This design comes from an exercise in tuning for small area, a short achievable clock period and few clock cycles on the open sky130 flow, not from production work.
RTL that was checked went through simulation tests only; none was proved equivalent to the original.
No functional check of the RTL was part of run 1.
No activity file was given, so power comes from the tool's default toggle rates.

--- flow/run.sh ---
#!/bin/bash
# The standard layout (the standard.sh, with the standard synthesis
# unchanged), with two make variables changed:
#  - BUFFER_PORTS_ARGS: every input and output port still gets a buffer, but a
#    plain buffer cell instead of the delay buffer that buffer_ports picks.
# Each tool's output goes to the ORFS logs under orfs/ and to standard.log here.
set -euo pipefail
SETUP_MARGIN=${SETUP_MARGIN:-6.8}
PORT_BUF=${PORT_BUF:-sky130_fd_sc_hd__buf_2}
sed -e "s/SETUP_SLACK_MARGIN=[0-9.]*/SETUP_SLACK_MARGIN=${SETUP_MARGIN} BUFFER_PORTS_ARGS='-buffer_cell ${PORT_BUF}'/" standard.sh > standard_margin.sh
grep -q "SETUP_SLACK_MARGIN=${SETUP_MARGIN} " standard_margin.sh
bash standard_margin.sh > standard.log 2>&1
--- standard.sh ---
#!/bin/bash
# synth_recipe.tcl (not shown) runs the flow's synth.tcl, then flattens the netlist and writes it again
# the make line also repeats each setting of config.mk as NAME=value (left out here)
make -C /OpenROAD-flow-scripts/flow DESIGN_CONFIG=/design/flow/config.mk WORK_HOME=/design/flow/orfs CLKGATE_MAP_FILE= SYNTH_SCRIPT=/design/flow/synth_recipe.tcl "${@:-finish}"
--- config.mk ---
export PLATFORM = sky130hd
export DESIGN_NAME = CONVCOR
export DESIGN_NICKNAME = CONVCOR
export VERILOG_FILES = /design/flow/design.v
export SDC_FILE = /design/flow/constraint.sdc
export NUM_CORES = 4
export LEC_CHECK = 0
export ABC_CLOCK_PERIOD_IN_PS = 3000
export CAP_MARGIN = 20
export CORE_MARGIN = 2
export CORE_UTILIZATION = 35
export PLACE_DENSITY = 0.55
export SETUP_SLACK_MARGIN = 5
export SLEW_MARGIN = 20
--- constraint.sdc ---
create_clock -name core_clock -period 10.0 [get_ports {clk}]
set_input_delay 2.0000 -clock core_clock [delete_from_list [all_inputs] [get_ports {clk}]]
set_output_delay 2.0000 -clock core_clock [all_outputs]
set_load 0.01 [all_outputs]
--- design.v ---
module CONVCOR(
    clk,
    rst_n,
    in_valid,
    in_a,
    in_b,
    in_mode,
    out_valid,
    out
);
input              clk;
input              rst_n;
input              in_valid;
input      [15:0]  in_a;
input      [15:0]  in_b;
input              in_mode;
output reg         out_valid;
output reg [35:0]  out;
reg [15:0] ra0, ra1, ra2, rb0, rb1, rb2;
reg [1:0]  icnt;     
reg        mode;     
reg        busy;     
reg [3:0]  st;       
wire [3:0] cs = busy ? st : 4'd0;
wire       md = busy ? mode : in_mode;
reg  [1:0] ia, ib;
reg        sclr, svld, slast;
always @(*) begin
    ia = 2'd0; ib = 2'd0; sclr = 1'b0; svld = 1'b0; slast = 1'b0;
    if (md) begin
        case (cs)
            4'd0: sclr = 1'b1;
            4'd1: ;
            default: begin svld = 1'b1; slast = 1'b1; end
        endcase
    end else begin
        case (cs)
            4'd0: begin ia = 2'd0; ib = 2'd0; sclr = 1'b1; svld = 1'b1; end   
            4'd1: begin ia = 2'd3; ib = 2'd0; sclr = 1'b1; end                
            4'd2: begin ia = 2'd3; ib = 2'd2; svld = 1'b1; end                
            4'd3: begin ia = 2'd1; ib = 2'd3; sclr = 1'b1; end                
            4'd4: begin ia = 2'd1; ib = 2'd1; end                             
            4'd5: begin ia = 2'd1; ib = 2'd2; svld = 1'b1; end                
            4'd6: begin ia = 2'd2; ib = 2'd3; sclr = 1'b1; end                
            4'd7: begin ia = 2'd2; ib = 2'd1; svld = 1'b1; end                
            default: begin ia = 2'd1; ib = 2'd1; sclr = 1'b1; svld = 1'b1; slast = 1'b1; end  
        endcase
    end
end
reg [15:0] sa, sb;
always @(*) begin
    case (ia)
        2'd0: sa = in_a;
        2'd1: sa = ra0;
        2'd2: sa = ra1;
        default: sa = ra2;
    endcase
    case (ib)
        2'd0: sb = in_b;
        2'd1: sb = rb0;
        2'd2: sb = rb1;
        default: sb = rb2;
    endcase
end
wire [8:0] ebr = {sb[15:8], 1'b0};
wire [8:0] ebi = {sb[7:0], 1'b0};
wire [3:0] br_n_d, br_o_d, br_t_d, bi_n_d, bi_o_d, bi_t_d;
genvar gk;
generate
    for (gk = 0; gk < 4; gk = gk + 1) begin : benc
        assign br_n_d[gk] = ebr[2*gk+2];
        assign br_o_d[gk] = ebr[2*gk+1] ^ ebr[2*gk];
        assign br_t_d[gk] = (ebr[2*gk+2] & ~ebr[2*gk+1] & ~ebr[2*gk]) | (~ebr[2*gk+2] & ebr[2*gk+1] & ebr[2*gk]);
        assign bi_n_d[gk] = ebi[2*gk+2] ^ md;
        assign bi_o_d[gk] = ebi[2*gk+1] ^ ebi[2*gk];
        assign bi_t_d[gk] = (ebi[2*gk+2] & ~ebi[2*gk+1] & ~ebi[2*gk]) | (~ebi[2*gk+2] & ebi[2*gk+1] & ebi[2*gk]);
    end
endgenerate
reg [7:0] xr, xi;
reg [3:0] br_n, br_o, br_t, bi_n, bi_o, bi_t;
reg       clr1, vld1, clr2, vld2;
wire step = busy | (in_valid & (icnt == 2'd0));
always @(posedge clk) begin
    if (!rst_n) begin
        icnt <= 2'd0;
        busy <= 1'b0;
        vld1 <= 1'b0;
        vld2 <= 1'b0;
        out_valid <= 1'b0;
    end else begin
        if (in_valid)
            icnt <= (icnt == 2'd2) ? 2'd0 : icnt + 2'd1;
        if (step) begin
            st <= cs + 4'd1;
            busy <= ~slast;
        end
        vld1 <= step & svld;
        vld2 <= vld1;
        out_valid <= vld2;
    end
end
always @(posedge clk) begin
    if (in_valid & (icnt == 2'd0))
        mode <= in_mode;
    ra0 <= ra1; ra1 <= ra2; ra2 <= in_valid ? in_a : ra0;
    rb0 <= rb1; rb1 <= rb2; rb2 <= in_valid ? in_b : rb0;
    xr <= sa[15:8];
    xi <= sa[7:0];
    br_n <= br_n_d; br_o <= br_o_d; br_t <= br_t_d;
    bi_n <= bi_n_d; bi_o <= bi_o_d; bi_t <= bi_t_d;
    clr1 <= sclr;
    clr2 <= clr1;
end
wire [7:0] nre, nim;
generate
    for (gk = 0; gk < 4; gk = gk + 1) begin : nrow
        assign nre[2*gk]   = br_n[gk] ^ ~bi_n[gk];
        assign nre[2*gk+1] = br_n[gk] & ~bi_n[gk];
        assign nim[2*gk]   = bi_n[gk] ^ br_n[gk];
        assign nim[2*gk+1] = bi_n[gk] & br_n[gk];
    end
endgenerate
wire [8:0] sre_xr_br_r0 = (br_o[0] ? {xr[7], xr} : br_t[0] ? {xr, 1'b0} : 9'd0) ^ {9{br_n[0]}};
wire [8:0] sre_xr_br_r1 = (br_o[1] ? {xr[7], xr} : br_t[1] ? {xr, 1'b0} : 9'd0) ^ {9{br_n[1]}};
wire [8:0] sre_xr_br_r2 = (br_o[2] ? {xr[7], xr} : br_t[2] ? {xr, 1'b0} : 9'd0) ^ {9{br_n[2]}};
wire [8:0] sre_xr_br_r3 = (br_o[3] ? {xr[7], xr} : br_t[3] ? {xr, 1'b0} : 9'd0) ^ {9{br_n[3]}};
wire [8:0] sre_xi_bi_r0 = (bi_o[0] ? {xi[7], xi} : bi_t[0] ? {xi, 1'b0} : 9'd0) ^ {9{~bi_n[0]}};
wire [8:0] sre_xi_bi_r1 = (bi_o[1] ? {xi[7], xi} : bi_t[1] ? {xi, 1'b0} : 9'd0) ^ {9{~bi_n[1]}};
wire [8:0] sre_xi_bi_r2 = (bi_o[2] ? {xi[7], xi} : bi_t[2] ? {xi, 1'b0} : 9'd0) ^ {9{~bi_n[2]}};
wire [8:0] sre_xi_bi_r3 = (bi_o[3] ? {xi[7], xi} : bi_t[3] ? {xi, 1'b0} : 9'd0) ^ {9{~bi_n[3]}};
wire sre_w1 = sre_xr_br_r0[4] ^ sre_xr_br_r1[2];
wire sre_w2 = sre_xr_br_r0[4] & sre_xr_br_r1[2];
wire sre_w3 = sre_xr_br_r0[5] ^ sre_xr_br_r1[3] ^ sre_xr_br_r2[1];
wire sre_w4 = (sre_xr_br_r0[5] & sre_xr_br_r1[3]) | (sre_xr_br_r0[5] & sre_xr_br_r2[1]) | (sre_xr_br_r1[3] & sre_xr_br_r2[1]);
wire sre_w5 = sre_xr_br_r0[6] ^ sre_xr_br_r1[4] ^ sre_xr_br_r2[2];
wire sre_w6 = (sre_xr_br_r0[6] & sre_xr_br_r1[4]) | (sre_xr_br_r0[6] & sre_xr_br_r2[2]) | (sre_xr_br_r1[4] & sre_xr_br_r2[2]);
wire sre_w7 = sre_xr_br_r3[0] ^ sre_xi_bi_r0[6] ^ sre_xi_bi_r1[4];
wire sre_w8 = (sre_xr_br_r3[0] & sre_xi_bi_r0[6]) | (sre_xr_br_r3[0] & sre_xi_bi_r1[4]) | (sre_xi_bi_r0[6] & sre_xi_bi_r1[4]);
wire sre_w9 = sre_xr_br_r0[7] ^ sre_xr_br_r1[5] ^ sre_xr_br_r2[3];
wire sre_w10 = (sre_xr_br_r0[7] & sre_xr_br_r1[5]) | (sre_xr_br_r0[7] & sre_xr_br_r2[3]) | (sre_xr_br_r1[5] & sre_xr_br_r2[3]);
wire sre_w11 = sre_xr_br_r3[1] ^ sre_xi_bi_r0[7] ^ sre_xi_bi_r1[5];
wire sre_w12 = (sre_xr_br_r3[1] & sre_xi_bi_r0[7]) | (sre_xr_br_r3[1] & sre_xi_bi_r1[5]) | (sre_xi_bi_r0[7] & sre_xi_bi_r1[5]);
wire sre_w13 = sre_xi_bi_r2[3] ^ sre_xi_bi_r3[1];
wire sre_w14 = sre_xi_bi_r2[3] & sre_xi_bi_r3[1];
wire sre_w15 = ~sre_xr_br_r0[8] ^ sre_xr_br_r1[6] ^ sre_xr_br_r2[4];
wire sre_w16 = (~sre_xr_br_r0[8] & sre_xr_br_r1[6]) | (~sre_xr_br_r0[8] & sre_xr_br_r2[4]) | (sre_xr_br_r1[6] & sre_xr_br_r2[4]);
wire sre_w17 = sre_xr_br_r3[2] ^ ~sre_xi_bi_r0[8] ^ sre_xi_bi_r1[6];
wire sre_w18 = (sre_xr_br_r3[2] & ~sre_xi_bi_r0[8]) | (sre_xr_br_r3[2] & sre_xi_bi_r1[6]) | (~sre_xi_bi_r0[8] & sre_xi_bi_r1[6]);
wire sre_w19 = sre_xi_bi_r2[4] ^ sre_xi_bi_r3[2];
wire sre_w20 = sre_xi_bi_r2[4] & sre_xi_bi_r3[2];
wire sre_w21 = sre_xr_br_r1[7] ^ sre_xr_br_r2[5] ^ sre_xr_br_r3[3];
wire sre_w22 = (sre_xr_br_r1[7] & sre_xr_br_r2[5]) | (sre_xr_br_r1[7] & sre_xr_br_r3[3]) | (sre_xr_br_r2[5] & sre_xr_br_r3[3]);
wire sre_w23 = sre_xi_bi_r1[7] ^ sre_xi_bi_r2[5] ^ sre_xi_bi_r3[3];
wire sre_w24 = (sre_xi_bi_r1[7] & sre_xi_bi_r2[5]) | (sre_xi_bi_r1[7] & sre_xi_bi_r3[3]) | (sre_xi_bi_r2[5] & sre_xi_bi_r3[3]);
wire sre_w25 = ~sre_xr_br_r1[8] ^ sre_xr_br_r2[6] ^ sre_xr_br_r3[4];
wire sre_w26 = (~sre_xr_br_r1[8] & sre_xr_br_r2[6]) | (~sre_xr_br_r1[8] & sre_xr_br_r3[4]) | (sre_xr_br_r2[6] & sre_xr_br_r3[4]);
wire sre_w27 = ~sre_xi_bi_r1[8] ^ sre_xi_bi_r2[6];
wire sre_w28 = ~sre_xi_bi_r1[8] & sre_xi_bi_r2[6];
wire sre_w29 = sre_xr_br_r0[2] ^ sre_xr_br_r1[0];
wire sre_w30 = sre_xr_br_r0[2] & sre_xr_br_r1[0];
wire sre_w31 = sre_xr_br_r0[3] ^ sre_xr_br_r1[1] ^ sre_xi_bi_r0[3];
wire sre_w32 = (sre_xr_br_r0[3] & sre_xr_br_r1[1]) | (sre_xr_br_r0[3] & sre_xi_bi_r0[3]) | (sre_xr_br_r1[1] & sre_xi_bi_r0[3]);
wire sre_w33 = sre_w1 ^ sre_xr_br_r2[0] ^ sre_xi_bi_r0[4];
wire sre_w34 = (sre_w1 & sre_xr_br_r2[0]) | (sre_w1 & sre_xi_bi_r0[4]) | (sre_xr_br_r2[0] & sre_xi_bi_r0[4]);
wire sre_w35 = sre_xi_bi_r1[2] ^ sre_xi_bi_r2[0];
wire sre_w36 = sre_xi_bi_r1[2] & sre_xi_bi_r2[0];
wire sre_w37 = sre_w2 ^ sre_w3 ^ sre_xi_bi_r0[5];
wire sre_w38 = (sre_w2 & sre_w3) | (sre_w2 & sre_xi_bi_r0[5]) | (sre_w3 & sre_xi_bi_r0[5]);
wire sre_w39 = sre_xi_bi_r1[3] ^ sre_xi_bi_r2[1] ^ nre[5];
wire sre_w40 = (sre_xi_bi_r1[3] & sre_xi_bi_r2[1]) | (sre_xi_bi_r1[3] & nre[5]) | (sre_xi_bi_r2[1] & nre[5]);
wire sre_w41 = sre_w4 ^ sre_w5 ^ sre_w7;
wire sre_w42 = (sre_w4 & sre_w5) | (sre_w4 & sre_w7) | (sre_w5 & sre_w7);
wire sre_w43 = sre_xi_bi_r2[2] ^ sre_xi_bi_r3[0] ^ nre[6];
wire sre_w44 = (sre_xi_bi_r2[2] & sre_xi_bi_r3[0]) | (sre_xi_bi_r2[2] & nre[6]) | (sre_xi_bi_r3[0] & nre[6]);
wire sre_w45 = sre_w6 ^ sre_w8 ^ sre_w9;
wire sre_w46 = (sre_w6 & sre_w8) | (sre_w6 & sre_w9) | (sre_w8 & sre_w9);
wire sre_w47 = sre_w11 ^ sre_w13 ^ nre[7];
wire sre_w48 = (sre_w11 & sre_w13) | (sre_w11 & nre[7]) | (sre_w13 & nre[7]);
wire sre_w49 = sre_w10 ^ sre_w12 ^ sre_w14;
wire sre_w50 = (sre_w10 & sre_w12) | (sre_w10 & sre_w14) | (sre_w12 & sre_w14);
wire sre_w51 = sre_w15 ^ sre_w17 ^ sre_w19;
wire sre_w52 = (sre_w15 & sre_w17) | (sre_w15 & sre_w19) | (sre_w17 & sre_w19);
wire sre_w53 = sre_w16 ^ sre_w18 ^ sre_w20;
wire sre_w54 = (sre_w16 & sre_w18) | (sre_w16 & sre_w20) | (sre_w18 & sre_w20);
wire sre_w55 = sre_w21 ^ sre_w23 ^ 1'b1;
wire sre_w56 = (sre_w21 & sre_w23) | (sre_w21 & 1'b1) | (sre_w23 & 1'b1);
wire sre_w57 = sre_w22 ^ sre_w24 ^ sre_w25;
wire sre_w58 = (sre_w22 & sre_w24) | (sre_w22 & sre_w25) | (sre_w24 & sre_w25);
wire sre_w59 = sre_w27 ^ sre_xi_bi_r3[4] ^ 1'b1;
wire sre_w60 = (sre_w27 & sre_xi_bi_r3[4]) | (sre_w27 & 1'b1) | (sre_xi_bi_r3[4] & 1'b1);
wire sre_w61 = sre_w26 ^ sre_w28 ^ sre_xr_br_r2[7];
wire sre_w62 = (sre_w26 & sre_w28) | (sre_w26 & sre_xr_br_r2[7]) | (sre_w28 & sre_xr_br_r2[7]);
wire sre_w63 = sre_xr_br_r3[5] ^ sre_xi_bi_r2[7] ^ sre_xi_bi_r3[5];
wire sre_w64 = (sre_xr_br_r3[5] & sre_xi_bi_r2[7]) | (sre_xr_br_r3[5] & sre_xi_bi_r3[5]) | (sre_xi_bi_r2[7] & sre_xi_bi_r3[5]);
wire sre_w65 = ~sre_xr_br_r2[8] ^ sre_xr_br_r3[6] ^ ~sre_xi_bi_r2[8];
wire sre_w66 = (~sre_xr_br_r2[8] & sre_xr_br_r3[6]) | (~sre_xr_br_r2[8] & ~sre_xi_bi_r2[8]) | (sre_xr_br_r3[6] & ~sre_xi_bi_r2[8]);
wire sre_w67 = sre_xi_bi_r3[6] ^ 1'b1;
wire sre_w68 = sre_xi_bi_r3[6] & 1'b1;
wire sre_w69 = sre_w29 ^ sre_xi_bi_r0[2];
wire sre_w70 = sre_w29 & sre_xi_bi_r0[2];
wire sre_w71 = sre_w30 ^ sre_w31 ^ sre_xi_bi_r1[1];
wire sre_w72 = (sre_w30 & sre_w31) | (sre_w30 & sre_xi_bi_r1[1]) | (sre_w31 & sre_xi_bi_r1[1]);
wire sre_w73 = sre_w32 ^ sre_w33 ^ sre_w35;
wire sre_w74 = (sre_w32 & sre_w33) | (sre_w32 & sre_w35) | (sre_w33 & sre_w35);
wire sre_w75 = sre_w34 ^ sre_w36 ^ sre_w37;
wire sre_w76 = (sre_w34 & sre_w36) | (sre_w34 & sre_w37) | (sre_w36 & sre_w37);
wire sre_w77 = sre_w38 ^ sre_w40 ^ sre_w41;
wire sre_w78 = (sre_w38 & sre_w40) | (sre_w38 & sre_w41) | (sre_w40 & sre_w41);
wire sre_w79 = sre_w42 ^ sre_w44 ^ sre_w45;
wire sre_w80 = (sre_w42 & sre_w44) | (sre_w42 & sre_w45) | (sre_w44 & sre_w45);
wire sre_w81 = sre_w46 ^ sre_w48 ^ sre_w49;
wire sre_w82 = (sre_w46 & sre_w48) | (sre_w46 & sre_w49) | (sre_w48 & sre_w49);
wire sre_w83 = sre_w50 ^ sre_w52 ^ sre_w53;
wire sre_w84 = (sre_w50 & sre_w52) | (sre_w50 & sre_w53) | (sre_w52 & sre_w53);
wire sre_w85 = sre_w54 ^ sre_w56 ^ sre_w57;
wire sre_w86 = (sre_w54 & sre_w56) | (sre_w54 & sre_w57) | (sre_w56 & sre_w57);
wire sre_w87 = sre_w58 ^ sre_w60 ^ sre_w61;
wire sre_w88 = (sre_w58 & sre_w60) | (sre_w58 & sre_w61) | (sre_w60 & sre_w61);
wire sre_w89 = sre_w62 ^ sre_w64 ^ sre_w65;
wire sre_w90 = (sre_w62 & sre_w64) | (sre_w62 & sre_w65) | (sre_w64 & sre_w65);
wire sre_w91 = sre_w66 ^ sre_w68 ^ sre_xr_br_r3[7];
wire sre_w92 = (sre_w66 & sre_w68) | (sre_w66 & sre_xr_br_r3[7]) | (sre_w68 & sre_xr_br_r3[7]);
wire sre_w93 = ~sre_xr_br_r3[8] ^ ~sre_xi_bi_r3[8];
wire sre_w94 = ~sre_xr_br_r3[8] & ~sre_xi_bi_r3[8];
wire sre_w95 = sre_xr_br_r0[0] ^ sre_xi_bi_r0[0];
wire sre_w96 = sre_xr_br_r0[0] & sre_xi_bi_r0[0];
wire sre_w97 = sre_xr_br_r0[1] ^ sre_xi_bi_r0[1] ^ nre[1];
wire sre_w98 = (sre_xr_br_r0[1] & sre_xi_bi_r0[1]) | (sre_xr_br_r0[1] & nre[1]) | (sre_xi_bi_r0[1] & nre[1]);
wire sre_w99 = sre_w69 ^ sre_xi_bi_r1[0] ^ nre[2];
wire sre_w100 = (sre_w69 & sre_xi_bi_r1[0]) | (sre_w69 & nre[2]) | (sre_xi_bi_r1[0] & nre[2]);
wire sre_w101 = sre_w70 ^ sre_w71 ^ nre[3];
wire sre_w102 = (sre_w70 & sre_w71) | (sre_w70 & nre[3]) | (sre_w71 & nre[3]);
wire sre_w103 = sre_w72 ^ sre_w73 ^ nre[4];
wire sre_w104 = (sre_w72 & sre_w73) | (sre_w72 & nre[4]) | (sre_w73 & nre[4]);
wire sre_w105 = sre_w74 ^ sre_w75 ^ sre_w39;
wire sre_w106 = (sre_w74 & sre_w75) | (sre_w74 & sre_w39) | (sre_w75 & sre_w39);
wire sre_w107 = sre_w76 ^ sre_w77 ^ sre_w43;
wire sre_w108 = (sre_w76 & sre_w77) | (sre_w76 & sre_w43) | (sre_w77 & sre_w43);
wire sre_w109 = sre_w78 ^ sre_w79 ^ sre_w47;
wire sre_w110 = (sre_w78 & sre_w79) | (sre_w78 & sre_w47) | (sre_w79 & sre_w47);
wire sre_w111 = sre_w80 ^ sre_w81 ^ sre_w51;
wire sre_w112 = (sre_w80 & sre_w81) | (sre_w80 & sre_w51) | (sre_w81 & sre_w51);
wire sre_w113 = sre_w82 ^ sre_w83 ^ sre_w55;
wire sre_w114 = (sre_w82 & sre_w83) | (sre_w82 & sre_w55) | (sre_w83 & sre_w55);
wire sre_w115 = sre_w84 ^ sre_w85 ^ sre_w59;
wire sre_w116 = (sre_w84 & sre_w85) | (sre_w84 & sre_w59) | (sre_w85 & sre_w59);
wire sre_w117 = sre_w86 ^ sre_w87 ^ sre_w63;
wire sre_w118 = (sre_w86 & sre_w87) | (sre_w86 & sre_w63) | (sre_w87 & sre_w63);
wire sre_w119 = sre_w88 ^ sre_w89 ^ sre_w67;
wire sre_w120 = (sre_w88 & sre_w89) | (sre_w88 & sre_w67) | (sre_w89 & sre_w67);
wire sre_w121 = sre_w90 ^ sre_w91 ^ sre_xi_bi_r3[7];
wire sre_w122 = (sre_w90 & sre_w91) | (sre_w90 & sre_xi_bi_r3[7]) | (sre_w91 & sre_xi_bi_r3[7]);
wire sre_w123 = sre_w92 ^ sre_w93 ^ 1'b1;
wire sre_w124 = (sre_w92 & sre_w93) | (sre_w92 & 1'b1) | (sre_w93 & 1'b1);
wire [17:0] sre_s = {1'b1, 1'b1, sre_w124, sre_w122, sre_w120, sre_w118, sre_w116, sre_w114, sre_w112, sre_w110, sre_w108, sre_w106, sre_w104, sre_w102, sre_w100, sre_w98, sre_w96, sre_w95};
wire [17:0] sre_c = {1'b0, 1'b0, sre_w94, sre_w123, sre_w121, sre_w119, sre_w117, sre_w115, sre_w113, sre_w111, sre_w109, sre_w107, sre_w105, sre_w103, sre_w101, sre_w99, sre_w97, nre[0]};
wire [8:0] sim_xr_bi_r0 = (bi_o[0] ? {xr[7], xr} : bi_t[0] ? {xr, 1'b0} : 9'd0) ^ {9{bi_n[0]}};
wire [8:0] sim_xr_bi_r1 = (bi_o[1] ? {xr[7], xr} : bi_t[1] ? {xr, 1'b0} : 9'd0) ^ {9{bi_n[1]}};
wire [8:0] sim_xr_bi_r2 = (bi_o[2] ? {xr[7], xr} : bi_t[2] ? {xr, 1'b0} : 9'd0) ^ {9{bi_n[2]}};
wire [8:0] sim_xr_bi_r3 = (bi_o[3] ? {xr[7], xr} : bi_t[3] ? {xr, 1'b0} : 9'd0) ^ {9{bi_n[3]}};
wire [8:0] sim_xi_br_r0 = (br_o[0] ? {xi[7], xi} : br_t[0] ? {xi, 1'b0} : 9'd0) ^ {9{br_n[0]}};
wire [8:0] sim_xi_br_r1 = (br_o[1] ? {xi[7], xi} : br_t[1] ? {xi, 1'b0} : 9'd0) ^ {9{br_n[1]}};
wire [8:0] sim_xi_br_r2 = (br_o[2] ? {xi[7], xi} : br_t[2] ? {xi, 1'b0} : 9'd0) ^ {9{br_n[2]}};
wire [8:0] sim_xi_br_r3 = (br_o[3] ? {xi[7], xi} : br_t[3] ? {xi, 1'b0} : 9'd0) ^ {9{br_n[3]}};
wire sim_w1 = sim_xr_bi_r0[4] ^ sim_xr_bi_r1[2];
wire sim_w2 = sim_xr_bi_r0[4] & sim_xr_bi_r1[2];
wire sim_w3 = sim_xr_bi_r0[5] ^ sim_xr_bi_r1[3] ^ sim_xr_bi_r2[1];
wire sim_w4 = (sim_xr_bi_r0[5] & sim_xr_bi_r1[3]) | (sim_xr_bi_r0[5] & sim_xr_bi_r2[1]) | (sim_xr_bi_r1[3] & sim_xr_bi_r2[1]);
wire sim_w5 = sim_xr_bi_r0[6] ^ sim_xr_bi_r1[4] ^ sim_xr_bi_r2[2];
wire sim_w6 = (sim_xr_bi_r0[6] & sim_xr_bi_r1[4]) | (sim_xr_bi_r0[6] & sim_xr_bi_r2[2]) | (sim_xr_bi_r1[4] & sim_xr_bi_r2[2]);
wire sim_w7 = sim_xr_bi_r3[0] ^ sim_xi_br_r0[6] ^ sim_xi_br_r1[4];
wire sim_w8 = (sim_xr_bi_r3[0] & sim_xi_br_r0[6]) | (sim_xr_bi_r3[0] & sim_xi_br_r1[4]) | (sim_xi_br_r0[6] & sim_xi_br_r1[4]);
wire sim_w9 = sim_xr_bi_r0[7] ^ sim_xr_bi_r1[5] ^ sim_xr_bi_r2[3];
wire sim_w10 = (sim_xr_bi_r0[7] & sim_xr_bi_r1[5]) | (sim_xr_bi_r0[7] & sim_xr_bi_r2[3]) | (sim_xr_bi_r1[5] & sim_xr_bi_r2[3]);
wire sim_w11 = sim_xr_bi_r3[1] ^ sim_xi_br_r0[7] ^ sim_xi_br_r1[5];
wire sim_w12 = (sim_xr_bi_r3[1] & sim_xi_br_r0[7]) | (sim_xr_bi_r3[1] & sim_xi_br_r1[5]) | (sim_xi_br_r0[7] & sim_xi_br_r1[5]);
wire sim_w13 = sim_xi_br_r2[3] ^ sim_xi_br_r3[1];
wire sim_w14 = sim_xi_br_r2[3] & sim_xi_br_r3[1];
wire sim_w15 = ~sim_xr_bi_r0[8] ^ sim_xr_bi_r1[6] ^ sim_xr_bi_r2[4];
wire sim_w16 = (~sim_xr_bi_r0[8] & sim_xr_bi_r1[6]) | (~sim_xr_bi_r0[8] & sim_xr_bi_r2[4]) | (sim_xr_bi_r1[6] & sim_xr_bi_r2[4]);
wire sim_w17 = sim_xr_bi_r3[2] ^ ~sim_xi_br_r0[8] ^ sim_xi_br_r1[6];
wire sim_w18 = (sim_xr_bi_r3[2] & ~sim_xi_br_r0[8]) | (sim_xr_bi_r3[2] & sim_xi_br_r1[6]) | (~sim_xi_br_r0[8] & sim_xi_br_r1[6]);
wire sim_w19 = sim_xi_br_r2[4] ^ sim_xi_br_r3[2];
wire sim_w20 = sim_xi_br_r2[4] & sim_xi_br_r3[2];
wire sim_w21 = sim_xr_bi_r1[7] ^ sim_xr_bi_r2[5] ^ sim_xr_bi_r3[3];
wire sim_w22 = (sim_xr_bi_r1[7] & sim_xr_bi_r2[5]) | (sim_xr_bi_r1[7] & sim_xr_bi_r3[3]) | (sim_xr_bi_r2[5] & sim_xr_bi_r3[3]);
wire sim_w23 = sim_xi_br_r1[7] ^ sim_xi_br_r2[5] ^ sim_xi_br_r3[3];
wire sim_w24 = (sim_xi_br_r1[7] & sim_xi_br_r2[5]) | (sim_xi_br_r1[7] & sim_xi_br_r3[3]) | (sim_xi_br_r2[5] & sim_xi_br_r3[3]);
wire sim_w25 = ~sim_xr_bi_r1[8] ^ sim_xr_bi_r2[6] ^ sim_xr_bi_r3[4];
wire sim_w26 = (~sim_xr_bi_r1[8] & sim_xr_bi_r2[6]) | (~sim_xr_bi_r1[8] & sim_xr_bi_r3[4]) | (sim_xr_bi_r2[6] & sim_xr_bi_r3[4]);
wire sim_w27 = ~sim_xi_br_r1[8] ^ sim_xi_br_r2[6];
wire sim_w28 = ~sim_xi_br_r1[8] & sim_xi_br_r2[6];
wire sim_w29 = sim_xr_bi_r0[2] ^ sim_xr_bi_r1[0];
wire sim_w30 = sim_xr_bi_r0[2] & sim_xr_bi_r1[0];
wire sim_w31 = sim_xr_bi_r0[3] ^ sim_xr_bi_r1[1] ^ sim_xi_br_r0[3];
wire sim_w32 = (sim_xr_bi_r0[3] & sim_xr_bi_r1[1]) | (sim_xr_bi_r0[3] & sim_xi_br_r0[3]) | (sim_xr_bi_r1[1] & sim_xi_br_r0[3]);
wire sim_w33 = sim_w1 ^ sim_xr_bi_r2[0] ^ sim_xi_br_r0[4];
wire sim_w34 = (sim_w1 & sim_xr_bi_r2[0]) | (sim_w1 & sim_xi_br_r0[4]) | (sim_xr_bi_r2[0] & sim_xi_br_r0[4]);
wire sim_w35 = sim_xi_br_r1[2] ^ sim_xi_br_r2[0];
wire sim_w36 = sim_xi_br_r1[2] & sim_xi_br_r2[0];
wire sim_w37 = sim_w2 ^ sim_w3 ^ sim_xi_br_r0[5];
wire sim_w38 = (sim_w2 & sim_w3) | (sim_w2 & sim_xi_br_r0[5]) | (sim_w3 & sim_xi_br_r0[5]);
wire sim_w39 = sim_xi_br_r1[3] ^ sim_xi_br_r2[1] ^ nim[5];
wire sim_w40 = (sim_xi_br_r1[3] & sim_xi_br_r2[1]) | (sim_xi_br_r1[3] & nim[5]) | (sim_xi_br_r2[1] & nim[5]);
wire sim_w41 = sim_w4 ^ sim_w5 ^ sim_w7;
wire sim_w42 = (sim_w4 & sim_w5) | (sim_w4 & sim_w7) | (sim_w5 & sim_w7);
wire sim_w43 = sim_xi_br_r2[2] ^ sim_xi_br_r3[0] ^ nim[6];
wire sim_w44 = (sim_xi_br_r2[2] & sim_xi_br_r3[0]) | (sim_xi_br_r2[2] & nim[6]) | (sim_xi_br_r3[0] & nim[6]);
wire sim_w45 = sim_w6 ^ sim_w8 ^ sim_w9;
wire sim_w46 = (sim_w6 & sim_w8) | (sim_w6 & sim_w9) | (sim_w8 & sim_w9);
wire sim_w47 = sim_w11 ^ sim_w13 ^ nim[7];
wire sim_w48 = (sim_w11 & sim_w13) | (sim_w11 & nim[7]) | (sim_w13 & nim[7]);
wire sim_w49 = sim_w10 ^ sim_w12 ^ sim_w14;
wire sim_w50 = (sim_w10 & sim_w12) | (sim_w10 & sim_w14) | (sim_w12 & sim_w14);
wire sim_w51 = sim_w15 ^ sim_w17 ^ sim_w19;
wire sim_w52 = (sim_w15 & sim_w17) | (sim_w15 & sim_w19) | (sim_w17 & sim_w19);
wire sim_w53 = sim_w16 ^ sim_w18 ^ sim_w20;
wire sim_w54 = (sim_w16 & sim_w18) | (sim_w16 & sim_w20) | (sim_w18 & sim_w20);
wire sim_w55 = sim_w21 ^ sim_w23 ^ 1'b1;
wire sim_w56 = (sim_w21 & sim_w23) | (sim_w21 & 1'b1) | (sim_w23 & 1'b1);
wire sim_w57 = sim_w22 ^ sim_w24 ^ sim_w25;
wire sim_w58 = (sim_w22 & sim_w24) | (sim_w22 & sim_w25) | (sim_w24 & sim_w25);
wire sim_w59 = sim_w27 ^ sim_xi_br_r3[4] ^ 1'b1;
wire sim_w60 = (sim_w27 & sim_xi_br_r3[4]) | (sim_w27 & 1'b1) | (sim_xi_br_r3[4] & 1'b1);
wire sim_w61 = sim_w26 ^ sim_w28 ^ sim_xr_bi_r2[7];
wire sim_w62 = (sim_w26 & sim_w28) | (sim_w26 & sim_xr_bi_r2[7]) | (sim_w28 & sim_xr_bi_r2[7]);
wire sim_w63 = sim_xr_bi_r3[5] ^ sim_xi_br_r2[7] ^ sim_xi_br_r3[5];
wire sim_w64 = (sim_xr_bi_r3[5] & sim_xi_br_r2[7]) | (sim_xr_bi_r3[5] & sim_xi_br_r3[5]) | (sim_xi_br_r2[7] & sim_xi_br_r3[5]);
wire sim_w65 = ~sim_xr_bi_r2[8] ^ sim_xr_bi_r3[6] ^ ~sim_xi_br_r2[8];
wire sim_w66 = (~sim_xr_bi_r2[8] & sim_xr_bi_r3[6]) | (~sim_xr_bi_r2[8] & ~sim_xi_br_r2[8]) | (sim_xr_bi_r3[6] & ~sim_xi_br_r2[8]);
wire sim_w67 = sim_xi_br_r3[6] ^ 1'b1;
wire sim_w68 = sim_xi_br_r3[6] & 1'b1;
wire sim_w69 = sim_w29 ^ sim_xi_br_r0[2];
wire sim_w70 = sim_w29 & sim_xi_br_r0[2];
wire sim_w71 = sim_w30 ^ sim_w31 ^ sim_xi_br_r1[1];
wire sim_w72 = (sim_w30 & sim_w31) | (sim_w30 & sim_xi_br_r1[1]) | (sim_w31 & sim_xi_br_r1[1]);
wire sim_w73 = sim_w32 ^ sim_w33 ^ sim_w35;
wire sim_w74 = (sim_w32 & sim_w33) | (sim_w32 & sim_w35) | (sim_w33 & sim_w35);
wire sim_w75 = sim_w34 ^ sim_w36 ^ sim_w37;
wire sim_w76 = (sim_w34 & sim_w36) | (sim_w34 & sim_w37) | (sim_w36 & sim_w37);
wire sim_w77 = sim_w38 ^ sim_w40 ^ sim_w41;
wire sim_w78 = (sim_w38 & sim_w40) | (sim_w38 & sim_w41) | (sim_w40 & sim_w41);
wire sim_w79 = sim_w42 ^ sim_w44 ^ sim_w45;
wire sim_w80 = (sim_w42 & sim_w44) | (sim_w42 & sim_w45) | (sim_w44 & sim_w45);
wire sim_w81 = sim_w46 ^ sim_w48 ^ sim_w49;
wire sim_w82 = (sim_w46 & sim_w48) | (sim_w46 & sim_w49) | (sim_w48 & sim_w49);
wire sim_w83 = sim_w50 ^ sim_w52 ^ sim_w53;
wire sim_w84 = (sim_w50 & sim_w52) | (sim_w50 & sim_w53) | (sim_w52 & sim_w53);
wire sim_w85 = sim_w54 ^ sim_w56 ^ sim_w57;
wire sim_w86 = (sim_w54 & sim_w56) | (sim_w54 & sim_w57) | (sim_w56 & sim_w57);
wire sim_w87 = sim_w58 ^ sim_w60 ^ sim_w61;
wire sim_w88 = (sim_w58 & sim_w60) | (sim_w58 & sim_w61) | (sim_w60 & sim_w61);
wire sim_w89 = sim_w62 ^ sim_w64 ^ sim_w65;
wire sim_w90 = (sim_w62 & sim_w64) | (sim_w62 & sim_w65) | (sim_w64 & sim_w65);
wire sim_w91 = sim_w66 ^ sim_w68 ^ sim_xr_bi_r3[7];
wire sim_w92 = (sim_w66 & sim_w68) | (sim_w66 & sim_xr_bi_r3[7]) | (sim_w68 & sim_xr_bi_r3[7]);
wire sim_w93 = ~sim_xr_bi_r3[8] ^ ~sim_xi_br_r3[8];
wire sim_w94 = ~sim_xr_bi_r3[8] & ~sim_xi_br_r3[8];
wire sim_w95 = sim_xr_bi_r0[0] ^ sim_xi_br_r0[0];
wire sim_w96 = sim_xr_bi_r0[0] & sim_xi_br_r0[0];
wire sim_w97 = sim_xr_bi_r0[1] ^ sim_xi_br_r0[1] ^ nim[1];
wire sim_w98 = (sim_xr_bi_r0[1] & sim_xi_br_r0[1]) | (sim_xr_bi_r0[1] & nim[1]) | (sim_xi_br_r0[1] & nim[1]);
wire sim_w99 = sim_w69 ^ sim_xi_br_r1[0] ^ nim[2];
wire sim_w100 = (sim_w69 & sim_xi_br_r1[0]) | (sim_w69 & nim[2]) | (sim_xi_br_r1[0] & nim[2]);
wire sim_w101 = sim_w70 ^ sim_w71 ^ nim[3];
wire sim_w102 = (sim_w70 & sim_w71) | (sim_w70 & nim[3]) | (sim_w71 & nim[3]);
wire sim_w103 = sim_w72 ^ sim_w73 ^ nim[4];
wire sim_w104 = (sim_w72 & sim_w73) | (sim_w72 & nim[4]) | (sim_w73 & nim[4]);
wire sim_w105 = sim_w74 ^ sim_w75 ^ sim_w39;
wire sim_w106 = (sim_w74 & sim_w75) | (sim_w74 & sim_w39) | (sim_w75 & sim_w39);
wire sim_w107 = sim_w76 ^ sim_w77 ^ sim_w43;
wire sim_w108 = (sim_w76 & sim_w77) | (sim_w76 & sim_w43) | (sim_w77 & sim_w43);
wire sim_w109 = sim_w78 ^ sim_w79 ^ sim_w47;
wire sim_w110 = (sim_w78 & sim_w79) | (sim_w78 & sim_w47) | (sim_w79 & sim_w47);
wire sim_w111 = sim_w80 ^ sim_w81 ^ sim_w51;
wire sim_w112 = (sim_w80 & sim_w81) | (sim_w80 & sim_w51) | (sim_w81 & sim_w51);
wire sim_w113 = sim_w82 ^ sim_w83 ^ sim_w55;
wire sim_w114 = (sim_w82 & sim_w83) | (sim_w82 & sim_w55) | (sim_w83 & sim_w55);
wire sim_w115 = sim_w84 ^ sim_w85 ^ sim_w59;
wire sim_w116 = (sim_w84 & sim_w85) | (sim_w84 & sim_w59) | (sim_w85 & sim_w59);
wire sim_w117 = sim_w86 ^ sim_w87 ^ sim_w63;
wire sim_w118 = (sim_w86 & sim_w87) | (sim_w86 & sim_w63) | (sim_w87 & sim_w63);
wire sim_w119 = sim_w88 ^ sim_w89 ^ sim_w67;
wire sim_w120 = (sim_w88 & sim_w89) | (sim_w88 & sim_w67) | (sim_w89 & sim_w67);
wire sim_w121 = sim_w90 ^ sim_w91 ^ sim_xi_br_r3[7];
wire sim_w122 = (sim_w90 & sim_w91) | (sim_w90 & sim_xi_br_r3[7]) | (sim_w91 & sim_xi_br_r3[7]);
wire sim_w123 = sim_w92 ^ sim_w93 ^ 1'b1;
wire sim_w124 = (sim_w92 & sim_w93) | (sim_w92 & 1'b1) | (sim_w93 & 1'b1);
wire [17:0] sim_s = {1'b1, 1'b1, sim_w124, sim_w122, sim_w120, sim_w118, sim_w116, sim_w114, sim_w112, sim_w110, sim_w108, sim_w106, sim_w104, sim_w102, sim_w100, sim_w98, sim_w96, sim_w95};
wire [17:0] sim_c = {1'b0, 1'b0, sim_w94, sim_w123, sim_w121, sim_w119, sim_w117, sim_w115, sim_w113, sim_w111, sim_w109, sim_w107, sim_w105, sim_w103, sim_w101, sim_w99, sim_w97, nim[0]};
reg [17:0] pre_s, pre_c, pim_s, pim_c;
always @(posedge clk) begin
    pre_s <= sre_s; pre_c <= sre_c;
    pim_s <= sim_s; pim_c <= sim_c;
end
wire [17:0] acc_re = clr2 ? 18'd0 : out[35:18];
wire [17:0] acc_im = clr2 ? 18'd0 : out[17:0];
always @(posedge clk) begin
    out[35:18] <= acc_re + pre_s + pre_c;
    out[17:0]  <= acc_im + pim_s + pim_c;
end
endmodule
==> results of run 1 <==
[registers in the layout (all words and copies together), names as in the netlist, 16 cells and up]
| signal | count |
|---|---|
| ra2 | 16 |
| ra0 | 16 |
| pre_s | 16 |
| pim_c | 16 |
| pim_s | 16 |
| rb2 | 16 |
| rb0 | 16 |
| pre_c | 16 |
| out | 36 |
| ra1 | 16 |
| rb1 | 16 |
[metal layers]
metal / up-vias / global-route usage / wire length, µm
li1: 5206 / - / -
met1: 5378 / 0.239 / 18100
met2: 377 / 0.299 / 18600
met3: 91 / 0.0351 / 2600
met4: 2 / 0.0576 / 1270
met5: - / 0 / 13
[worst paths after layout]
check / startpoint / to / slack [ns] / depth (start not counted)
worst min-delay path: clr1 / clr2 / 0.33 / 0
worst max register to register: clr2 / out[33] / 6.85 / 11
worst max-delay path: clr2 / out[33] / 6.85 / 11
worst min register to register: clr1 / clr2 / 0.33 / 0
[cell type report]
| cell class | instances | share of cell area |
|---|---|---|
| timing repair buffer | 194 | 0.0814 |
| inverter | 154 | 0.0332 |
| tap | 539 | 0.0370 |
| multi-input combinational | 1004 | 0.510 |
| clock inverter | 18 | 0.0139 |
| clock buffer | 34 | 0.0419 |
| sequential | 249 | 0.283 |
[stage by stage]
step                      instance area, µm²  instances   util  setup WS (ns)  hold WS, ns
final                                  18200       2192  0.433           6.85        0.330
after global placement                 15800       2032  0.374           6.03        0.317
after floorplan                        15100       1504      -           6.75        0.310
after CTS                              17500       2141  0.416           6.75        0.333
after global routing                   18200       2192  0.433           6.75        0.335
after detailed placement               15800       2032  0.374           5.92        0.323
[power by group]
part / switching [µW] / internal [µW] / total [µW] / leakage, µW
Sequential: 245 / 1410 / 1660 / 0.00211
Combinational: 2580 / 2080 / 4660 / 0.00517
Clock: 438 / 678 / 1120 / 0.000504
[synth_stat cells, types with 13 or more instances]
library cell | n | area [µm²]
dfxtp_1 | 244 | 4880
inv_1 | 152 | 571
nand2_1 | 142 | 533
xnor2_1 | 141 | 1230
fa_1 | 132 | 2640
o21ai_0 | 81 | 405
clkbuf_1 | 78 | 293
a22oi_1 | 73 | 548
ha_1 | 70 | 876
nor2_1 | 45 | 169
a21oi_1 | 42 | 210
nor2b_1 | 41 | 257
xor2_1 | 40 | 350
mux2_2 | 33 | 372
a222oi_1 | 16 | 160
a21o_1 | 13 | 97.6
[kinds of logic (layout without fill, tap and decap cells)]
group,count (synthesis),count (layout),share of synthesized area
AND/OR/NAND/NOR,286,286,0.0891
flip-flops,249,249,0.336
multiplexers,46,46,0.0338
XOR/XNOR,181,181,0.106
buffers and inverters,251,400,0.0650
AO/OA/AOI/OAI,289,289,0.135
adder cells (fa/ha/maj),202,202,0.235
[timing repair]
action / 4_1_cts / 5_1_grt
resized for setup: 96 / 83
setup buffers: 56 / 51
setup endpoints to repair: 58 / 44
gates cloned: 1 / 0
pin swaps: 3 / 32
[worst max-delay path, cell delays in order, from the launching register on]
cell and delay (ns):
dfxtp_4 0.38, buf_12 0.16, nor2b_1 0.14, fa_1 0.43, ha_2 0.21, fa_2 0.41, nand3_2 0.11, a211o_1 0.17
a31o_4 0.19, o21ai_2 0.11, or4b_2 0.63, nand4b_1 0.11
==> results.sh, run 1 <==
export IMPL_outcome="finished clean"
export IMPL_cp_max_fo=18
export IMPL_timing_critical_path_arrival_ns=3.64
export IMPL_multi_input_area_um2=9290
export IMPL_max_slew_margin_rel=0.375
export IMPL_grt_antenna_before_repair=2
export IMPL_grt_use_total=0.181
export IMPL_peakVddDrop_mv=0.150
export IMPL_critPathRequiredTime_ns=10.49
export IMPL_period_minus_slack_ns=3.15
export IMPL_synth_edf_count=5
export IMPL_seq_area_um2=5150
export IMPL_die_area_um2=44500
export IMPL_dr_total_vias=11100
export IMPL_finClkSkew_ns=0.0325
export IMPL_wl_mm=40.6
export IMPL_dr_pass1_iters=8
export IMPL_ys_ff_latch=249
export IMPL_drc=0
export IMPL_synth_flop_cell="dfxtp_1"
export IMPL_clock_sinks=249
export IMPL_synthCells=1504
export IMPL_cap_violations=0
export IMPL_grt_max_degree=37
export IMPL_cts_tree="built"
export IMPL_async_reset_ff_frac=0
export IMPL_yosysSeqAreaShare=0.336
export IMPL_ys_types=69
export IMPL_period_share=0.315
export IMPL_ant_nets=0
export IMPL_setup_violations=0
export IMPL_hold_violations=0
export IMPL_setup_tns_ns=0
export IMPL_hold_class="reg2reg"
export IMPL_grt_pass1_wl_mm=63.0
export IMPL_p_leak_uw=0.00779
export IMPL_clock_latency_ns=0.58
export IMPL_slew_violations=0
export IMPL_die_w_um=211
export IMPL_cp_start_kind="flop"
export IMPL_clockBufferDepth=3
export IMPL_final_cell_mix="dfxtp_1 (209), inv_1 (143), nand2_1 (139)"
export IMPL_hold_buffers=0
export IMPL_cts_made_buffers=28
export IMPL_syn_avg_cell_area_um2=9.96
export IMPL_end_kind="flop"
export IMPL_htree_levels=1
export IMPL_cellPowerDensity_nw_per_um2=408
export IMPL_cts_root_buf="clkbuf_16"
export IMPL_viasPerCell=5.04
export IMPL_drt_iter0_markers=851
export IMPL_ys_warn_count=1
export IMPL_power_uw=7440
export IMPL_grt_overflow_total=0
export IMPL_syn_nets=1742
export IMPL_coreArea_um2=42100
export IMPL_globalplace_congestion=0.845
export IMPL_portBuffers=72
export IMPL_nFillCells=3993
export IMPL_worst_slew_pin_slew_ns=0.933
export IMPL_rsz0062_at_grt="yes"
export IMPL_die_y_um=211
export IMPL_start_util=0.355
export IMPL_drive_gt1_frac=0.245
export IMPL_final_nets=1869
export IMPL_final_common_cell="dfxtp_1"
export IMPL_wl_per_cell_um=18.5
export IMPL_max_clock_freq_ghz=0.317
export IMPL_area_growth_pct=21.7
export IMPL_placementRows=75
export IMPL_grt_pass1_vias=11300
export IMPL_ios=73
export IMPL_syn_area_um2=15000
export IMPL_place_hpwl_mm=26.8
export IMPL_path_class="reg2reg"
export IMPL_num_antenna_cells=0
export IMPL_path_clk_slew_ns=0.06
==> inputs of run 2 (changes only) <==
--- a/design.v
+++ b/design.v
@@ -21,21 +21,17 @@
 reg        mode;     
 reg        busy;     
 reg [3:0]  st;       
-wire [3:0] cs = busy ? st : 4'd0;
 wire       md = busy ? mode : in_mode;
 reg  [1:0] ia, ib;
 reg        sclr, svld, slast;
 always @(*) begin
     ia = 2'd0; ib = 2'd0; sclr = 1'b0; svld = 1'b0; slast = 1'b0;
-    if (md) begin
-        case (cs)
-            4'd0: sclr = 1'b1;
-            4'd1: ;
-            default: begin svld = 1'b1; slast = 1'b1; end
-        endcase
+    if (!busy) begin
+        sclr = 1'b1; svld = ~in_mode;
+    end else if (mode) begin
+        if (st != 4'd1) begin svld = 1'b1; slast = 1'b1; end
     end else begin
-        case (cs)
-            4'd0: begin ia = 2'd0; ib = 2'd0; sclr = 1'b1; svld = 1'b1; end   
+        case (st)
             4'd1: begin ia = 2'd3; ib = 2'd0; sclr = 1'b1; end                
             4'd2: begin ia = 2'd3; ib = 2'd2; svld = 1'b1; end                
             4'd3: begin ia = 2'd1; ib = 2'd3; sclr = 1'b1; end                
@@ -91,7 +87,7 @@
         if (in_valid)
             icnt <= (icnt == 2'd2) ? 2'd0 : icnt + 2'd1;
         if (step) begin
-            st <= cs + 4'd1;
+            st <= busy ? st + 4'd1 : 4'd1;
             busy <= ~slast;
         end
         vld1 <= step & svld;
--- a/flow/run.sh
+++ b/flow/run.sh
@@ -5,7 +5,7 @@
 #    plain buffer cell instead of the delay buffer that buffer_ports picks.
 # Each tool's output goes to the ORFS logs under orfs/ and to standard.log here.
 set -euo pipefail
-SETUP_MARGIN=${SETUP_MARGIN:-6.8}
+SETUP_MARGIN=${SETUP_MARGIN:-6.6}
 PORT_BUF=${PORT_BUF:-sky130_fd_sc_hd__buf_2}
 sed -e "s/SETUP_SLACK_MARGIN=[0-9.]*/SETUP_SLACK_MARGIN=${SETUP_MARGIN} BUFFER_PORTS_ARGS='-buffer_cell ${PORT_BUF}'/" standard.sh > standard_margin.sh
 grep -q "SETUP_SLACK_MARGIN=${SETUP_MARGIN} " standard_margin.sh
--- a/config.mk
+++ b/config.mk
@@ -5,7 +5,7 @@
 export SDC_FILE = /design/flow/constraint.sdc
 export NUM_CORES = 4
 export LEC_CHECK = 0
-export ABC_CLOCK_PERIOD_IN_PS = 3000
+export ABC_AREA = 1
 export CAP_MARGIN = 20
 export CORE_MARGIN = 2
 export CORE_UTILIZATION = 35
==> results.sh, run 2 <==
export IMPL_globalplace_congestion=0.920
export IMPL_setup_violations=0
export IMPL_final_nets=2187
export IMPL_die_y_um=213
export IMPL_ys_ff_latch=249
export IMPL_clock_latency_ns=0.58
export IMPL_cap_violations=0
export IMPL_outcome="finished clean"
export IMPL_area_growth_pct=18.6
export IMPL_wl_mm=43.0
export IMPL_grt_overflow_total=0
export IMPL_period_share=0.337
export IMPL_largest_reg_flops=36
export IMPL_drive_gt1_frac=0.171
export IMPL_placementRows=76
export IMPL_top_register="out"
export IMPL_start_util=0.355
export IMPL_drc=0
export IMPL_cts_tree="built"
export IMPL_yosysTopAreaCellShare=0.319
export IMPL_timing_critical_path_arrival_ns=3.82
export IMPL_drt_iter0_markers=900
export IMPL_yosysMostFrequentCell="inv_1"
export IMPL_worst_slew_pin_slew_ns=0.900
export IMPL_hold_violations=0
export IMPL_grt_use_total=0.191
export IMPL_slew_violations=0
export IMPL_setup_tns_ns=0
export IMPL_htree_levels=1
export IMPL_cp_max_fo=6
export IMPL_synth_flop_cell="dfxtp_1"
export IMPL_dr_pass1_iters=6
export IMPL_synthCells=1822
export IMPL_coreArea_um2=43100
export IMPL_rsz0062_at_grt="yes"
export IMPL_syn_avg_cell_area_um2=8.40
export IMPL_period_minus_slack_ns=3.37
export IMPL_place_hpwl_mm=29.4
export IMPL_synth_top_cells_by_area="dfxtp_1 (32%), fa_1 (17%), xor2_1 (9.7%)"
export IMPL_yosysSeqAreaShare=0.329
export IMPL_ys_types=34
export IMPL_async_reset_ff_frac=0
export IMPL_grt_antenna_before_repair=0
export IMPL_ant_nets=0
export IMPL_path_class="reg2reg"
export IMPL_dr_total_vias=12300
export IMPL_ys_warn_count=1
export IMPL_cp_start_kind="flop"
export IMPL_ios=73
export IMPL_path_clk_slew_ns=0.06
export IMPL_utilization=0.421
export IMPL_critPathRequiredTime_ns=10.45
export IMPL_cts_root_buf="clkbuf_16"
export IMPL_final_cell_mix="nand2_1 (306), inv_1 (282), dfxtp_1 (209)"
export IMPL_clock_sinks=249
export IMPL_finClkSkew_ns=0.0151
export IMPL_peakVddDrop_mv=0.170
export IMPL_syn_area_um2=15300
export IMPL_grt_pass1_vias=12200
export IMPL_syn_nets=2058
export IMPL_grt_pass1_wl_mm=67.0
export IMPL_wl_per_cell_um=16.8
export IMPL_clockBufferDepth=3
export IMPL_cellPowerDensity_nw_per_um2=383
export IMPL_viasPerCell=4.81
export IMPL_max_slew_margin_rel=0.400
export IMPL_synth_edf_count=5
export IMPL_hold_buffers=0
export IMPL_ys_top_cells_by_count="inv_1 (312), nand2_1 (306), dfxtp_1 (244), o21ai_0 (241), xor2_1 (169)"
export IMPL_die_area_um2=45400
export IMPL_end_kind="flop"
export IMPL_num_antenna_cells=0
export IMPL_grt_max_degree=36
export IMPL_cts_made_buffers=29
export IMPL_yosysTopAreaCell="dfxtp_1"
export IMPL_p_leak_uw=0.00863
export IMPL_die_w_um=213
export IMPL_max_clock_freq_ghz=0.297
export IMPL_portBuffers=72
export IMPL_hold_class="reg2reg"
export IMPL_final_common_cell="nand2_1"
-- run 2: cell types whose count changed in the layout (fill, tap and decap cells not counted), sizes merged, moves of 41 or more --
cell,change
nor2b,-41
xnor2,-128
o21ai,+155
a22oi,-73
inv,+147
nand2,+169
xor2,+129
nand3,+56
-- run 2: kinds of logic after synthesis --
group,after synthesis,share of synthesized area
compound gates,292,0.0977
xor+xnor,182,0.104
fa+ha+maj,200,0.228
buf+inv,405,0.102
flops,249,0.329
simple gates,494,0.139
-- run 2: where the power goes --
part           internal [µW]  total (µW)  switching, µW
Clock                    636        1080            443
Combinational           1730        4260           2530
Sequential              1400        1610            204
-- run 2: final timing paths --
| path | slack [ns] | from | cells after the start | to |
|---|---|---|---|---|
| min reg2reg | 0.33 | clr1 | 0 | clr2 |
| max reg2reg | 6.63 | br_o[2] | 11 | pre_c[6] |
| min | 0.33 | clr1 | 0 | clr2 |
| max | 6.63 | br_o[2] | 11 | pre_c[6] |
-- run 2: layout make-up --
cell class              count  area, µm²
flip-flops and latches    249       5130
repair buffers            159       1090
clock inverters            15        158
inverters                 329       1330
multi-input cells        1168       8770
well taps                 585        732
repair inverters           15       97.6
clock buffers              39        825
fillers                  4283      24900
-- run 2: worst max-delay path, cell delays in order (launching register included) --
cell and delay, ns:
dfxtp_4 0.41, clkinvlp_4 0.23, o21ai_1 0.14, o21ai_1 0.09, xor2_1 0.20, fa_1 0.56
inv_1 0.05, fa_1 0.49, inv_1 0.05, fa_1 0.53, inv_1 0.05, fa_1 0.43
-- run 2: timing repair --
item / 4_1_cts / 5_1_grt
pin swaps: 0 / 21
gates resized for setup: 61 / 120
setup buffers: 38 / 41
cloned: 13 / 2
endpoints found under the setup margin: 39 / 36
-- run 2: per-stage QoR --
| stage | hold WS (ns) | instances | area (µm²) | setup slack, ns | power, µW |
|---|---|---|---|---|---|
| 4_1_cts | 0.332 | 2516 | 17600 | 6.58 | 6900 |
| 3_3_place_gp | 0.311 | 2411 | 16100 | 6.09 | 5610 |
| 6_report | 0.331 | 2559 | 18100 | 6.63 | 6940 |
| 5_1_grt | 0.344 | 2559 | 18100 | 6.55 | 7760 |
| 3_5_place_dp | 0.318 | 2411 | 16100 | 6.05 | 5710 |
| 2_1_floorplan | 0.310 | 1822 | 15300 | 6.62 | 4550 |
-- run 2: metal layers --
| layer | routed length (µm) | vias to the layer above | GRT usage |
|---|---|---|---|
| met5 | 0 | - | 0 |
| met4 | 1900 | 0 | 0.0786 |
| met3 | 3050 | 137 | 0.0319 |
| met2 | 19200 | 483 | 0.306 |
| met1 | 18800 | 5790 | 0.255 |
| li1 | - | 5901 | - |
Testbench counts of run 2, summed over its fixed seeds: cycles 16,262.
==> inputs of run 3 (changes only) <==
--- a/config.mk
+++ b/config.mk
@@ -5,7 +5,7 @@
 export SDC_FILE = /design/flow/constraint.sdc
 export NUM_CORES = 4
 export LEC_CHECK = 0
-export ABC_AREA = 1
+export ABC_CLOCK_PERIOD_IN_PS = 2000
 export CAP_MARGIN = 20
 export CORE_MARGIN = 2
 export CORE_UTILIZATION = 35
==> results.sh, run 3 <==
export IMPL_power_frac_comb=0.589
export IMPL_setup_ws_ns=6.73
export IMPL_r2r_slack_ns=6.73
export IMPL_yosysMostFrequentCell="dfxtp_1"
export IMPL_rsz0062_at_grt="yes"
export IMPL_drive_gt1_frac=0.162
export IMPL_grt_max_degree=44
export IMPL_clock_latency_ns=0.58
export IMPL_viasPerCell=4.95
export IMPL_crit_buf_inv=3
export IMPL_globalplace_congestion=0.860
export IMPL_syn_avg_cell_area_um2=9.96
export IMPL_syn_nets=1735
export IMPL_period_share=0.327
export IMPL_yosysSeqAreaShare=0.337
export IMPL_synth_flop_cell="dfxtp_1"
export IMPL_hold_buffers=0
export IMPL_grt_use_total=0.165
export IMPL_grt_pass1_wl_mm=57.9
export IMPL_cts_root_buf="clkbuf_16"
export IMPL_p_seq_frac=0.252
export IMPL_placementRows=75
export IMPL_crit_family="adder cells"
export IMPL_ys_ff_latch=249
export IMPL_cellPowerDensity_nw_per_um2=379
export IMPL_ys_warn_count=1
export IMPL_ys_top_cells_by_count="dfxtp_1 (244), nand2_1 (150), xnor2_1 (142), inv_1 (133), fa_1 (132)"
export IMPL_p_int_uw=3690
export IMPL_dp_slack_ns=6.05
export IMPL_post_dp_cell_area_um2=15600
export IMPL_largest_reg_flops=36
export IMPL_hold_class="reg2reg"
export IMPL_timing_critical_path_arrival_ns=3.70
export IMPL_critPathMostFrequentCell="fa_1"
export IMPL_clockPowerShare=0.159
export IMPL_grt_antenna_before_repair=0
export IMPL_p_leak_uw=0.00715
export IMPL_cts_tree="built"
export IMPL_crit_slowest_cell="fa_1"
export IMPL_hold_violations=0
export IMPL_synth_edf_count=5
export IMPL_coreArea_um2=42000
export IMPL_clock_sinks=249
export IMPL_grt_overflow_total=0
export IMPL_ios=73
export IMPL_num_antenna_cells=0
export IMPL_period_minus_slack_ns=3.27
export IMPL_synth_top_cells_by_area="dfxtp_1 (33%), fa_1 (18%), xnor2_1 (8.3%)"
export IMPL_die_w_um=211
export IMPL_p_switching_uw=2770
export IMPL_crit_chain="nor2b_2, a22oi_1, xor2_1, fa_1, inv_1, fa_1, inv_1, fa_1, inv_1, fa_1"
export IMPL_wl_mm=36.2
export IMPL_clockBufferDepth=3
export IMPL_drt_iter0_markers=646
export IMPL_ant_nets=0
export IMPL_utilization=0.406
export IMPL_end_kind="flop"
export IMPL_outcome="finished clean"
export IMPL_setup_tns_ns=0
export IMPL_yosysTopAreaCellShare=0.327
export IMPL_grt_pass1_vias=10500
export IMPL_max_slew_margin_rel=0.312
export IMPL_final_nets=1777
export IMPL_max_clock_freq_ghz=0.306
export IMPL_dr_total_vias=10400
export IMPL_p_sw_frac=0.429
export IMPL_cap_violations=0
export IMPL_die_area_um2=44300
export IMPL_cp_max_fo=10
export IMPL_critPathRequiredTime_ns=10.43
export IMPL_wl_per_cell_um=17.3
export IMPL_path_class="reg2reg"
export IMPL_ys_types=62
export IMPL_portBuffers=72
export IMPL_nFillCells=4108
export IMPL_final_common_cell="dfxtp_1"
export IMPL_dr_pass1_iters=6
export IMPL_final_cell_mix="dfxtp_1 (212), nand2_1 (150), xnor2_1 (142)"
export IMPL_slew_violations=0
export IMPL_drc=0
export IMPL_synthCells=1499
export IMPL_place_hpwl_mm=25.8
export IMPL_finClkSkew_ns=0.0341
export IMPL_top_register="out"
export IMPL_path_clk_slew_ns=0.06
export IMPL_die_y_um=211
export IMPL_syn_area_um2=14900
export IMPL_yosysTopAreaCell="dfxtp_1"
export IMPL_setup_violations=0
export IMPL_start_util=0.355
export IMPL_async_reset_ff_frac=0
export IMPL_fin_area_um2=17000
export IMPL_area_growth_pct=14.2
export IMPL_cp_start_kind="flop"
export IMPL_peakVddDrop_mv=0.167
export IMPL_critical_path_max_stage_delay_ns=0.54
export IMPL_cts_made_buffers=28
export IMPL_htree_levels=1
export IMPL_worst_slew_pin_slew_ns=1.03
run 3: cell count changes after synthesis, moves of 60 or more:
cell     delta
a22oi_1    +68
inv_1     -179
nand2_1   -156
nand3_1    -60
o21ai_0   -131
xnor2_1   +129
xor2_1    -128
run 3: area by class of cell:
type / count / area, µm² / share of cell area
Clock inverter: 9 / 129 / 0.00756
Timing Repair Buffer: 114 / 717 / 0.0421
Inverter: 135 / 524 / 0.0308
Tap cell: 539 / 674 / 0.0396
Clock buffer: 37 / 807 / 0.0473
Multi-Input combinational cell: 1013 / 9070 / 0.532
Sequential cell: 249 / 5130 / 0.301
run 3: logic make-up (layout without fill, tap and decap cells):
logic type | count (synthesis) | count (layout) | synth area share
AO/OA/AOI/OAI | 283 | 283 | 0.127
adder cells (fa/ha/maj) | 200 | 200 | 0.234
AND/OR/NAND/NOR | 293 | 293 | 0.0937
multiplexers | 54 | 54 | 0.0389
buffers and inverters | 237 | 295 | 0.0618
XOR/XNOR | 183 | 183 | 0.107
flip-flops | 249 | 249 | 0.337
run 3: path summary, 6_finish.rpt:
check	end	cells past startpoint	start
worst min register to register	clr2	0	clr1
worst max-delay path	pim_c[6]	10	br_t[1]
worst max register to register	pim_c[6]	10	br_t[1]
worst min-delay path	clr2	0	clr1
run 3: metrics by stage:
stage,hold WS (ns),power [µW],cells
after floorplan,0.310,4410,1499
after global placement,0.314,5310,2016
after detailed placement,0.316,5390,2016
after CTS,0.328,6500,2077
after global routing,0.352,7280,2096
final,0.325,6450,2096
run 3: per-layer routing:
| metal | share of wire | GRT usage |
|---|---|---|
| met5 | 0 | 0 |
| met4 | 0.037 | 0.0510 |
| met3 | 0.060 | 0.0276 |
| met2 | 0.44 | 0.264 |
| met1 | 0.46 | 0.227 |
run 3: power groups by stage:
stage	clock [µW]	combinational (µW)	sequential (µW)
after floorplan	0	2850	1560
after global placement	0	3660	1640
after detailed placement	0	3740	1650
after CTS	1060	3800	1640
after global routing	1100	4510	1670
final	1030	3800	1630
run 3: what timing repair did:
item	CTS	global route
resized for setup	54	29
setup endpoints to repair	47	27
setup buffers	15	19
pin swaps	0	2
run 3: worst reg2reg max path: stages (launching register included):
cell	delay (ns)
dfxtp_4	0.43
nor2b_2	0.22
a22oi_1	0.10
xor2_1	0.17
fa_1	0.54
inv_1	0.05
fa_1	0.53
inv_1	0.05
fa_1	0.53
inv_1	0.06
fa_1	0.44
==> inputs of run 4 (changes only) <==
--- a/config.mk
+++ b/config.mk
@@ -5,7 +5,7 @@
 export SDC_FILE = /design/flow/constraint.sdc
 export NUM_CORES = 4
 export LEC_CHECK = 0
-export ABC_CLOCK_PERIOD_IN_PS = 2000
+export ABC_CLOCK_PERIOD_IN_PS = 3000
 export CAP_MARGIN = 20
 export CORE_MARGIN = 2
 export CORE_UTILIZATION = 35
==> results.sh, run 4 <==
export IMPL_wl_per_cell_um=17.3
export IMPL_clock_sinks=249
export IMPL_cts_tree="built"
export IMPL_outcome="finished clean"
export IMPL_hold_class="reg2reg"
export IMPL_yosysTopAreaCell="dfxtp_1"
export IMPL_cap_violations=0
export IMPL_drt_iter0_markers=646
export IMPL_viasPerCell=4.95
export IMPL_coreArea_um2=42000
export IMPL_path_clk_slew_ns=0.06
export IMPL_top_register="out"
export IMPL_critPathRequiredTime_ns=10.43
export IMPL_dr_total_vias=10400
export IMPL_drive_gt1_frac=0.162
export IMPL_synth_edf_count=5
export IMPL_synth_flop_cell="dfxtp_1"
export IMPL_grt_pass1_vias=10500
export IMPL_peakVddDrop_mv=0.167
export IMPL_multi_input_area_um2=9070
export IMPL_drc=0
export IMPL_clockBufferDepth=3
export IMPL_die_y_um=211
export IMPL_p_leak_uw=0.00715
export IMPL_cellPowerDensity_nw_per_um2=379
export IMPL_ys_types=62
export IMPL_final_cell_mix="dfxtp_1 (212), nand2_1 (150), xnor2_1 (142)"
export IMPL_portBuffers=72
export IMPL_dp_slack_ns=6.05
export IMPL_power_uw=6450
export IMPL_final_common_cell="dfxtp_1"
export IMPL_hold_violations=0
export IMPL_wl_mm=36.2
export IMPL_finClkSkew_ns=0.0341
export IMPL_dr_pass1_iters=6
export IMPL_ys_ff_latch=249
export IMPL_cp_start_kind="flop"
export IMPL_num_antenna_cells=0
export IMPL_grt_pass1_wl_mm=57.9
export IMPL_period_minus_slack_ns=3.27
export IMPL_worst_slew_pin_slew_ns=1.03
export IMPL_syn_area_um2=14900
export IMPL_area_growth_pct=14.2
export IMPL_seq_area_um2=5130
export IMPL_grt_overflow_total=0
export IMPL_timing_critical_path_arrival_ns=3.70
export IMPL_final_nets=1777
export IMPL_period_share=0.327
export IMPL_cts_made_buffers=28
export IMPL_placementRows=75
export IMPL_ant_nets=0
export IMPL_max_clock_freq_ghz=0.306
export IMPL_end_kind="flop"
export IMPL_ys_top_cells_by_count="dfxtp_1 (244), nand2_1 (150), xnor2_1 (142), inv_1 (133), fa_1 (132)"
export IMPL_ios=73
export IMPL_synth_top_cells_by_area="dfxtp_1 (33%), fa_1 (18%), xnor2_1 (8.3%)"
export IMPL_grt_antenna_before_repair=0
export IMPL_grt_use_total=0.165
export IMPL_async_reset_ff_frac=0
export IMPL_cp_max_fo=10
export IMPL_syn_nets=1735
export IMPL_grt_max_degree=44
export IMPL_die_w_um=211
export IMPL_synthCells=1499
export IMPL_nFillCells=4108
export IMPL_slew_violations=0
export IMPL_rsz0062_at_grt="yes"
export IMPL_yosysTopAreaCellShare=0.327
export IMPL_max_slew_margin_rel=0.312
export IMPL_start_util=0.355
export IMPL_clock_latency_ns=0.58
[run 4: cell counts in the layout (fill, tap and decap cells not counted)]
No cell type changed its count.
[run 4: final timing paths]
kind                                  to  slack (ns)  startpoint  cells after the start
worst max register to register  pim_c[6]        6.73     br_t[1]                     10
worst min-delay path                clr2        0.32        clr1                      0
worst min register to register      clr2        0.32        clr1                      0
worst max-delay path            pim_c[6]        6.73     br_t[1]                     10
[run 4: cells by family (layout without fill, tap and decap cells)]
| logic type | count (synthesis) | count (layout) | synth area share |
|---|---|---|---|
| AOI/OAI and AO/OA | 283 | 283 | 0.127 |
| xor gates and xnor gates | 183 | 183 | 0.107 |
| adders and majority gates | 200 | 200 | 0.234 |
| buffers and inverters | 237 | 295 | 0.0618 |
| DFF | 249 | 249 | 0.337 |
| muxes | 54 | 54 | 0.0389 |
| and+or+nand+nor | 293 | 293 | 0.0937 |
[run 4: where the power goes]
| part | switching (µW) | leakage, µW | total (µW) | internal, µW |
|---|---|---|---|---|
| Clock | 411 | 0.000452 | 1030 | 617 |
| Combinational | 2120 | 0.00458 | 3800 | 1680 |
| Sequential | 240 | 0.00211 | 1630 | 1390 |
[run 4: stage by stage]
| stage | cells | utilization | cell area [µm²] | hold WS (ns) |
|---|---|---|---|---|
| final | 2096 | 0.406 | 17000 | 0.325 |
| after global routing | 2096 | 0.406 | 17000 | 0.352 |
| after CTS | 2077 | 0.399 | 16800 | 0.328 |
| after detailed placement | 2016 | 0.371 | 15600 | 0.316 |
| after global placement | 2016 | 0.371 | 15600 | 0.314 |
| after floorplan | 1499 | - | 14900 | 0.310 |
[run 4: layer usage]
layer / part of all wire / up-vias / global-route usage
li1: - / 4995 / -
met1: 0.46 / 4983 / 0.227
met2: 0.44 / 321 / 0.264
met3: 0.060 / 66 / 0.0276
met4: 0.037 / 0 / 0.0510
met5: 0 / - / 0
[run 4: cell type report]
type,instances,area share
clock buffers,37,0.0473
clock inverters,9,0.00756
inverters,135,0.0308
multi-input cells,1013,0.532
flip-flops and latches,249,0.301
well taps,539,0.0396
repair buffers,114,0.0421
[run 4: timing repair]
item,4_1_cts,5_1_grt
resized for setup,54,29
setup endpoints to repair,47,27
hold buffers,0,0
pin swaps,0,2
setup buffers,15,19
gates cloned,0,0
[run 4: critical path, cell delays in order (launching register included)]
cell and delay [ns]:
dfxtp_4 0.43, nor2b_2 0.22, a22oi_1 0.09, xor2_1 0.17, fa_1 0.54, inv_1 0.05, fa_1 0.53, inv_1 0.05
fa_1 0.53, inv_1 0.06, fa_1 0.44

Re-timed with assumed drivers on the ports (clkbuf_16 on the clock, buf_2 on other inputs), run 4 has 6.728 ns of setup slack against 6.728 ns with ideal ports, and 6.227 ns once port delays also move by the mid clock arrival of 0.619 ns.
